From an optimization exercise on the open Yosys and OpenROAD flow, aimed at small area; shortcuts taken in it are not production practice.
At most, simulation tests tie the RTL to the original design; equivalence was not proved.
No functional check of the RTL was part of run 2.
Power figures rest on the tool's default switching activity, not on a simulated workload.

==> flow/design.v, too long to show whole: its modules and the start of the top module <==
// module requant_fa: 9 lines
// module requant_ha: 8 lines
// module requant_maj: 7 lines
// module requant_and2: 6 lines
// module requant_or2: 6 lines
// module requant_ao21: 7 lines
// module requant_pp: 6 lines
// module requant: 1572 lines
module requant (
	clk,
	ce,
	rst,
	data_in,
	sync_in,
	gain,
	data_out,
	sync_out,
	addr,
	ovfl
);
  // ...
==> flow/flow/run.sh <==
#!/bin/bash
# Standard ORFS layout, with plain buf_1 cells as the port buffers and a clock
# tree of clkbuf_8 cells without dummy loads; synthesis buffers are removed at floorplanning.
set -euo pipefail
bash standard.sh "BUFFER_PORTS_ARGS=-buffer_cell sky130_fd_sc_hd__buf_1" \
  "CTS_ARGS=-sink_clustering_enable -repair_clock_nets -buf_list sky130_fd_sc_hd__clkbuf_8 -dont_use_dummy_load" \
  REMOVE_ABC_BUFFERS=1 finish > make_finish.log 2>&1
==> flow/standard.sh <==
#!/bin/bash
# synth_recipe.tcl (not shown) runs the flow's synth.tcl, then flattens the netlist and writes it again
# the make line also repeats each setting of config.mk as NAME=value (left out here)
make -C /OpenROAD-flow-scripts/flow DESIGN_CONFIG=/design/flow/config.mk WORK_HOME=/design/flow/orfs CLKGATE_MAP_FILE= SYNTH_SCRIPT=/design/flow/synth_recipe.tcl "${@:-finish}"
==> flow/config.mk <==
export PLATFORM = sky130hd
export DESIGN_NAME = requant
export DESIGN_NICKNAME = requant
export VERILOG_FILES = /design/flow/design.v
export SDC_FILE = /design/flow/constraint.sdc
export NUM_CORES = 4
export LEC_CHECK = 0
export CAP_MARGIN = 0
export CORE_MARGIN = 2
export CORE_UTILIZATION = 65
export GPL_TIMING_DRIVEN = 0
export PLACE_DENSITY = 0.75
export SLEW_MARGIN = 0
export SYNTH_HIERARCHICAL = 1
export SYNTH_MINIMUM_KEEP_SIZE = 0
==> flow/constraint.sdc <==
create_clock -name core_clock -period 7.0 [get_ports {clk}]
set_input_delay 1.4000 -clock core_clock [delete_from_list [all_inputs] [get_ports {clk}]]
set_output_delay 1.4000 -clock core_clock [all_outputs]
set_load 0.01 [all_outputs]
==> results.yml, run 1 <==
run_status:
  status: "complete, no violations"
worst_setup_path:
  crit_buf_inv: 1
  critical_path_depth: 12
  critical-path-max-stage-delay_ns: 1.18
  required_ns: 7.09
  worstPathMaxFanout: 24
synth:
  syn_avg_cell_area_um2: 11.3
  ys.warnings.count: 7
  synth.largest_area_cell: "fa_1"
  netlist_area_um2: 10500
  yosys-top-cells-area: "fa_1 40%, edfxtp_1 21%, nor2_1 11%, ha_1 8.1%, xnor2_1 3.7%"
  yosys.area_share.adder: 0.496
  synth.top_cell.area_share: 0.400
drt:
  dr.pass1.iters: 5
  wl_met2_mm: 10.7
  drc_errors: 0
final_layout:
  multi_input_area_share: 0.699
  nFlopsAndLatches: 92
  nClkBuffers: 9
clocking:
  clk_path_buf_depth: 2
  cts-resized-gates: 0
  cts_hold_buf: 0
  root_buffer: "clkbuf_8"
die:
  start_util: 0.664
  taps: 216
  rows: 46
power:
  pwr-share-clk: 0.076
  sw_frac_of_total: 0.400
worst_hold_path:
  min-delay-path-class: "flip-flop to flip-flop"
  min_path_cells: 0
grt:
  grt_util_met3: 0.0486
==> inputs of run 2 (changes only) <==
--- a/flow/design.v
+++ b/flow/design.v
@@ -754,20 +754,20 @@
 	requant_or2 u_re_w372 (.a(re_c344), .b(re_s345), .y(re_w372));
 	requant_and2 u_re_w373 (.a(re_c346), .b(re_s347), .y(re_w373));
 	requant_or2 u_re_w374 (.a(re_c346), .b(re_s347), .y(re_w374));
 	requant_ao21 u_re_w375 (.a(re_w374), .b(re_w371), .c(re_w373), .y(re_w375));
 	requant_and2 u_re_w376 (.a(re_w374), .b(re_w372), .y(re_w376));
 	requant_ao21 u_re_w377 (.a(re_w376), .b(re_w370), .c(re_w375), .y(re_w377));
 	requant_ha u_re_s378 (.a(re_c348), .b(re_s349), .s(re_s378), .co(re_c379));
 	requant_fa u_re_s380 (.a(re_c350), .b(re_s351), .ci(re_c379), .s(re_s380), .co(re_c381));
-	requant_fa u_re_s382 (.a(re_c352), .b(re_s353), .ci(re_c381), .s(re_s382), .co(re_c383));
+	requant_ha u_re_s382 (.a(re_c352), .b(re_s353), .s(re_s382), .co(re_c383));
 	requant_fa u_re_s384 (.a(re_c354), .b(re_s355), .ci(re_c383), .s(re_s384), .co(re_c385));
-	requant_ha u_re_s386 (.a(re_c356), .b(re_s357), .s(re_s386), .co(re_c387));
-	requant_fa u_re_s388 (.a(re_c358), .b(re_s359), .ci(re_c387), .s(re_s388), .co(re_c389));
+	requant_fa u_re_s386 (.a(re_c356), .b(re_s357), .ci(re_c385), .s(re_s386), .co(re_c387));
+	requant_ha u_re_s388 (.a(re_c358), .b(re_s359), .s(re_s388), .co(re_c389));
 	requant_fa u_re_s390 (.a(re_c360), .b(re_s361), .ci(re_c389), .s(re_s390), .co(re_c391));
 	assign re_ovearly = re_ovhi | re_c180 | re_c176 | re_c178 | re_c242 | re_c244 | re_c246 | re_c298 | re_c300 | re_c330;
 	requant_or2 u_re_w392 (.a(re_ovearly), .b(re_c362), .y(re_w392));
 	requant_or2 u_re_w393 (.a(re_w392), .b(re_c391), .y(re_w393));
 	wire re_ovp = re_w393;
 	wire im_s = data_in[17];
 	wire [16:0] im_an = ~(data_in[16:0] ^ {17{im_s}});    
 	wire [16:0] im_a = ~im_an;
@@ -1444,67 +1444,71 @@
 	requant_or2 u_im_w372 (.a(im_c344), .b(im_s345), .y(im_w372));
 	requant_and2 u_im_w373 (.a(im_c346), .b(im_s347), .y(im_w373));
 	requant_or2 u_im_w374 (.a(im_c346), .b(im_s347), .y(im_w374));
 	requant_ao21 u_im_w375 (.a(im_w374), .b(im_w371), .c(im_w373), .y(im_w375));
 	requant_and2 u_im_w376 (.a(im_w374), .b(im_w372), .y(im_w376));
 	requant_ao21 u_im_w377 (.a(im_w376), .b(im_w370), .c(im_w375), .y(im_w377));
 	requant_ha u_im_s378 (.a(im_c348), .b(im_s349), .s(im_s378), .co(im_c379));
 	requant_fa u_im_s380 (.a(im_c350), .b(im_s351), .ci(im_c379), .s(im_s380), .co(im_c381));
-	requant_fa u_im_s382 (.a(im_c352), .b(im_s353), .ci(im_c381), .s(im_s382), .co(im_c383));
+	requant_ha u_im_s382 (.a(im_c352), .b(im_s353), .s(im_s382), .co(im_c383));
 	requant_fa u_im_s384 (.a(im_c354), .b(im_s355), .ci(im_c383), .s(im_s384), .co(im_c385));
-	requant_ha u_im_s386 (.a(im_c356), .b(im_s357), .s(im_s386), .co(im_c387));
-	requant_fa u_im_s388 (.a(im_c358), .b(im_s359), .ci(im_c387), .s(im_s388), .co(im_c389));
+	requant_fa u_im_s386 (.a(im_c356), .b(im_s357), .ci(im_c385), .s(im_s386), .co(im_c387));
+	requant_ha u_im_s388 (.a(im_c358), .b(im_s359), .s(im_s388), .co(im_c389));
 	requant_fa u_im_s390 (.a(im_c360), .b(im_s361), .ci(im_c389), .s(im_s390), .co(im_c391));
 	assign im_ovearly = im_ovhi | im_c180 | im_c176 | im_c178 | im_c242 | im_c244 | im_c246 | im_c298 | im_c300 | im_c330;
 	requant_or2 u_im_w392 (.a(im_ovearly), .b(im_c362), .y(im_w392));
 	requant_or2 u_im_w393 (.a(im_w392), .b(im_c391), .y(im_w393));
 	wire im_ovp = im_w393;
 	reg re_cin_r;
 	reg re_r10_0;
 	reg re_r11_0;
+	reg re_k12_r;
 	reg re_r12_0;
 	reg re_r13_0;
-	reg re_k14_r;
 	reg re_r14_0;
+	reg re_k15_r;
 	reg re_r15_0;
 	reg re_r16_0;
 	reg re_s_r;
 	reg re_ovp_r;
 	reg im_cin_r;
 	reg im_r10_0;
 	reg im_r11_0;
+	reg im_k12_r;
 	reg im_r12_0;
 	reg im_r13_0;
-	reg im_k14_r;
 	reg im_r14_0;
+	reg im_k15_r;
 	reg im_r15_0;
 	reg im_r16_0;
 	reg im_s_r;
 	reg im_ovp_r;
 	always @(posedge clk)
 		if (ce) begin
 			re_cin_r <= re_w377;
 			re_r10_0 <= re_s378;
 			re_r11_0 <= re_s380;
+			re_k12_r <= re_c381;
 			re_r12_0 <= re_s382;
 			re_r13_0 <= re_s384;
-			re_k14_r <= re_c385;
 			re_r14_0 <= re_s386;
+			re_k15_r <= re_c387;
 			re_r15_0 <= re_s388;
 			re_r16_0 <= re_s390;
 			re_s_r <= re_s;
 			re_ovp_r <= re_ovp;
 			im_cin_r <= im_w377;
 			im_r10_0 <= im_s378;
 			im_r11_0 <= im_s380;
+			im_k12_r <= im_c381;
 			im_r12_0 <= im_s382;
 			im_r13_0 <= im_s384;
-			im_k14_r <= im_c385;
 			im_r14_0 <= im_s386;
+			im_k15_r <= im_c387;
 			im_r15_0 <= im_s388;
 			im_r16_0 <= im_s390;
 			im_s_r <= im_s;
 			im_ovp_r <= im_ovp;
 		end
 	wire re2_s1;
 	wire re2_c2;
 	wire re2_s3;
@@ -1516,20 +1520,20 @@
 	wire re2_s9;
 	wire re2_c10;
 	wire re2_s11;
 	wire re2_c12;
 	wire re2_s13;
 	wire re2_c14;
 	requant_ha u_re2_s1 (.a(re_cin_r), .b(re_r10_0), .s(re2_s1), .co(re2_c2));
 	requant_ha u_re2_s3 (.a(re_r11_0), .b(re2_c2), .s(re2_s3), .co(re2_c4));
-	requant_ha u_re2_s5 (.a(re_r12_0), .b(re2_c4), .s(re2_s5), .co(re2_c6));
+	requant_fa u_re2_s5 (.a(re_k12_r), .b(re_r12_0), .ci(re2_c4), .s(re2_s5), .co(re2_c6));
 	requant_ha u_re2_s7 (.a(re_r13_0), .b(re2_c6), .s(re2_s7), .co(re2_c8));
-	requant_fa u_re2_s9 (.a(re_k14_r), .b(re_r14_0), .ci(re2_c8), .s(re2_s9), .co(re2_c10));
-	requant_ha u_re2_s11 (.a(re_r15_0), .b(re2_c10), .s(re2_s11), .co(re2_c12));
+	requant_ha u_re2_s9 (.a(re_r14_0), .b(re2_c8), .s(re2_s9), .co(re2_c10));
+	requant_fa u_re2_s11 (.a(re_k15_r), .b(re_r15_0), .ci(re2_c10), .s(re2_s11), .co(re2_c12));
 	requant_ha u_re2_s13 (.a(re_r16_0), .b(re2_c12), .s(re2_s13), .co(re2_c14));
 	wire [8:0] re_f = finish2({re2_s13, re2_s11, re2_s9, re2_s7, re2_s5, re2_s3, re2_s1}, re_s_r, re_ovp_r | re2_c14);
 	wire im2_s1;
 	wire im2_c2;
 	wire im2_s3;
 	wire im2_c4;
 	wire im2_s5;
 	wire im2_c6;
@@ -1538,20 +1542,20 @@
 	wire im2_s9;
 	wire im2_c10;
 	wire im2_s11;
 	wire im2_c12;
 	wire im2_s13;
 	wire im2_c14;
 	requant_ha u_im2_s1 (.a(im_cin_r), .b(im_r10_0), .s(im2_s1), .co(im2_c2));
 	requant_ha u_im2_s3 (.a(im_r11_0), .b(im2_c2), .s(im2_s3), .co(im2_c4));
-	requant_ha u_im2_s5 (.a(im_r12_0), .b(im2_c4), .s(im2_s5), .co(im2_c6));
+	requant_fa u_im2_s5 (.a(im_k12_r), .b(im_r12_0), .ci(im2_c4), .s(im2_s5), .co(im2_c6));
 	requant_ha u_im2_s7 (.a(im_r13_0), .b(im2_c6), .s(im2_s7), .co(im2_c8));
-	requant_fa u_im2_s9 (.a(im_k14_r), .b(im_r14_0), .ci(im2_c8), .s(im2_s9), .co(im2_c10));
-	requant_ha u_im2_s11 (.a(im_r15_0), .b(im2_c10), .s(im2_s11), .co(im2_c12));
+	requant_ha u_im2_s9 (.a(im_r14_0), .b(im2_c8), .s(im2_s9), .co(im2_c10));
+	requant_fa u_im2_s11 (.a(im_k15_r), .b(im_r15_0), .ci(im2_c10), .s(im2_s11), .co(im2_c12));
 	requant_ha u_im2_s13 (.a(im_r16_0), .b(im2_c12), .s(im2_s13), .co(im2_c14));
 	wire [8:0] im_f = finish2({im2_s13, im2_s11, im2_s9, im2_s7, im2_s5, im2_s3, im2_s1}, im_s_r, im_ovp_r | im2_c14);
 	function automatic [8:0] finish1;
 		input [6:0] q0;
 		input cin, s, ovp;
 		reg [7:0] v, r;
 		reg [8:0] cy;
 		reg ov;
==> flow/flow/run.sh (replaced) <==
#!/bin/bash
# Standard ORFS layout, with plain buf_1 cells as the port buffers.
set -euo pipefail
bash standard.sh "BUFFER_PORTS_ARGS=-buffer_cell sky130_fd_sc_hd__buf_1" finish > make_finish.log 2>&1
==> flow/config.mk (replaced) <==
export PLATFORM = sky130hd
export DESIGN_NAME = requant
export DESIGN_NICKNAME = requant
export VERILOG_FILES = /design/flow/design.v
export SDC_FILE = /design/flow/constraint.sdc
export NUM_CORES = 4
export LEC_CHECK = 0
export CAP_MARGIN = 20
export CORE_MARGIN = 2
export CORE_UTILIZATION = 65
export CTS_BUF_LIST = sky130_fd_sc_hd__clkbuf_8
export GPL_TIMING_DRIVEN = 0
export PLACE_DENSITY = 0.75
export SLEW_MARGIN = 20
export SYNTH_HIERARCHICAL = 1
export SYNTH_MINIMUM_KEEP_SIZE = 0
==> results.yml, run 2 <==
drt:
  drt_iter0_drc: 563
  avgViaCountPerCell: 5.81
  dr.pass1.iters: 5
  routed_wl_mm: 22.9
  vias: 7229
  drc_errors: 0
  antenna_left: 0
  wl_per_cell_um: 18.4
run_status:
  status: "complete, no violations"
synth:
  ys_seq_area_frac: 0.249
  synth.top_cell.area_share: 0.398
  synth_edf_count: 75
  ys.warnings.count: 7
  synth_seq_cells: 94
  synth_cells: 929
  netlist_area_um2: 10600
  yosysMostFrequentCell: "nor2_1"
  ys_types: 39
  synth_ff_type: "edfxtp_1"
  yosys-top-cells-area: "fa_1 40%, edfxtp_1 21%, nor2_1 11%, ha_1 8.0%, xnor2_1 3.7%"
  synth_common_cells: "322 x nor2_1, 210 x fa_1, 75 x edfxtp_1"
  postSynth.asyncResetShare: 0
  synth.largest_area_cell: "fa_1"
  syn_avg_cell_area_um2: 11.4
worst_setup_path:
  worstPathArrival_ns: 6.82
  reg2reg_to: "st2[1]"
  cp-startpoint: "data_in[35]"
  critPathMostFrequentCell: "fa_1"
  endpoint_kind: "flip-flop"
  required_ns: 7.10
  cp_slowest_cell: "buf_1"
  startpoint_type: "primary input"
  criticalPathCategory: "primary input to flip-flop"
  reg2reg_slack_ns: 3.63
  worstPathMaxFanout: 11
  rr_startpoint: "im_r10_0"
  endpoint: "re_r14_0"
  path_cells: "buf_1, buf_2, buf_1, xnor2_1, nor2_1, fa_1, fa_1, fa_1, fa_1, fa_1, ha_1, fa_1, fa_1"
  reg2reg_depth: 10
  critical-path-max-stage-delay_ns: 0.63
grt:
  grt_max_degree: 37
  grt_pass1_vias: 7732
  grt_pass1_wl_mm: 38.4
  grt_use_total: 0.284
  antenna_found_initial: 0
  grt.overflow.total: 0
placed_design:
  io_buffers: 79
  dp_hpwl_mm: 17.1
  placedCellCount: 1227
  gp_congestion: 0.864
die:
  die_h_um: 132
  core_area_um2: 15900
  start_util: 0.666
  rows: 46
  io_pins: 80
  die_area_um2: 17300
  die_width_um: 132
sta:
  min_period_ns: 6.72
  fmax_mhz: 149
  max_slew_margin: 0.229
  whs_ns: 0.334
  tns_ns: 0
  finalSetupViolCount: 0
  rsz0062_at_grt: "no"
  max_slew.worst_pin.slew_ns: 1.15
  period_share: 0.960
  final-max-slew-violation-count: 0
  skew_ns: 0.0147
  hold_viol_final: 0
final_layout:
  layout_commonest_cell: "nor2_1"
  finalNetCount: 1352
  syn_to_final_growth_pct: 8.97
  top_regs: "st2 x17, st3 x17, st4 x17"
  fin_util: 0.725
  final_cell_mix: "322 x nor2_1, 210 x fa_1, 80 x buf_1"
  layout-drive-gt1-share: 0.0574
  instances_no_fill: 1245
clocking:
  clk_pin_slew_worst_paths_ns: 0.09
  cts_hold_buf: 0
  h-tree-depth: 3
  cts_tree: "built"
  cts_buffers: 9
  root_buffer: "clkbuf_8"
  cts-resized-gates: 0
  clk_path_buf_depth: 2
  postCtsSetupBuffers: 0
  cts.sinks: 94
  clk_latency_ns: 0.36
power:
  power_density_nw_per_um2: 311
  ir_worst_vdd_mv: 0.269
  p_leak_nw: 4.99
worst_hold_path:
  min-delay-path-class: "flip-flop to flip-flop"
  worstHoldStart: "sync_fifo[3]"
job:
  maxCapViolations: 0
-- run 2: cell types whose count changed in the layout (fill, tap and decap cells not counted), moves of 3 or more --
| cell | change |
|---|---|
| xnor2_1 | -11 |
| xnor2_2 | +11 |
| clkbuf_1 | +6 |
| buf_1 | +4 |
| inv_2 | +3 |
-- run 2: worst min-delay path by stage --
stage / end / slack [ns] / cells after the start
after floorplan: sync_fifo[0] / 0.31 / 0
after global placement: sync_fifo[2] / 0.31 / 0
after detailed placement: sync_fifo[2] / 0.31 / 0
after CTS: sync_fifo[2] / 0.33 / 0
after global routing: sync_fifo[1] / 0.34 / 0
final: sync_fifo[2] / 0.33 / 0
-- run 2: layout make-up --
type / instances / area (um^2)
Clock buffer: 9 / 124
Multi-Input combinational cell: 812 / 7920
Timing Repair Buffer: 83 / 380
Inverter: 11 / 41.3
Sequential cell: 94 / 2630
Antenna cell: 1 / 2.50
Tap cell: 216 / 270
Buffer: 12 / 62.6
Fill cell: 1159 / 4360
Clock inverter: 7 / 88.8
-- run 2: through the flow --
stage          setup slack [ns]  total power [mW]  cell area, um^2
2_1_floorplan             0.942              2.59            10600
3_3_place_gp            0.00520              3.13            11100
3_5_place_dp            -0.0924              3.21            11200
4_1_cts                   0.310              3.62            11400
5_1_grt                  0.0954              3.97            11500
6_report                  0.280              3.58            11500
-- run 2: layer usage --
metal	part of all wire	wire [um]	track usage
met1	0.42	9630	0.400
met2	0.48	11000	0.470
met3	0.078	1770	0.0386
met4	0.019	443	0.0767
met5	0	0	0
-- run 2: logic make-up after synthesis --
logic type | Yosys count | share of synthesized area
compound gates | 41 | 0.0277
buf+inv | 23 | 0.00982
flops | 94 | 0.249
xor+xnor | 57 | 0.0472
mux | 5 | 0.00497
simple gates | 417 | 0.168
fa+ha+maj | 292 | 0.493
-- run 2: critical path: cells and delay by family --
kind / cells / cell delay, ns
xor gates and xnor gates: 1 / 0.57
adders and majority gates: 8 / 3.37
and+or+nand+nor: 1 / 0.16
buffers and inverters: 3 / 1.31
-- run 2: modules after synthesis, one instance, submodules excluded --
module / times used / flip-flops and latches
requant_maj: 14 / 0
requant_or2: 8 / 0
requant_ao21: 4 / 0
requant_fa: 210 / 0
requant: 1 / 94
requant_ha: 48 / 0
requant_and2: 8 / 0
requant_pp: 264 / 0
-- run 2: power breakdown --
| group | switching (mW) | internal (mW) |
|---|---|---|
| clock network | 0.181 | 0.200 |
| registers | 0.0448 | 0.922 |
| logic | 1.18 | 1.05 |

-- separate check: timing with driven ports --
Ports are ideal in the flow. The routed layouts listed here were re-timed in OpenROAD. Step 1, drivers: a clkbuf_16 drives clk and a buf_2 each remaining input, both assumed. Step 2 moves the port delays by t, midway between the first and last clock arrival at a register: inputs arrive t later, outputs are due t later. That takes back most of the time a late clock gives input paths. Three values: ideal, step 1, step 2; two values: the first two.
run	t, ns	setup slack, ns	hold slack, ns
run 1	0.367	0.228 / 0.241 / -0.126	0.332 / 0.332 / 0.332
run 2	0.387	0.280 / 0.296 / -0.091	0.334 / 0.334 / 0.334
Met with ideal ports but missed after step 2: setup timing in run 1 and run 2. The setup slack of run 2, which loses most, moves by +0.016 ns with the drivers and by -0.371 ns with both steps.
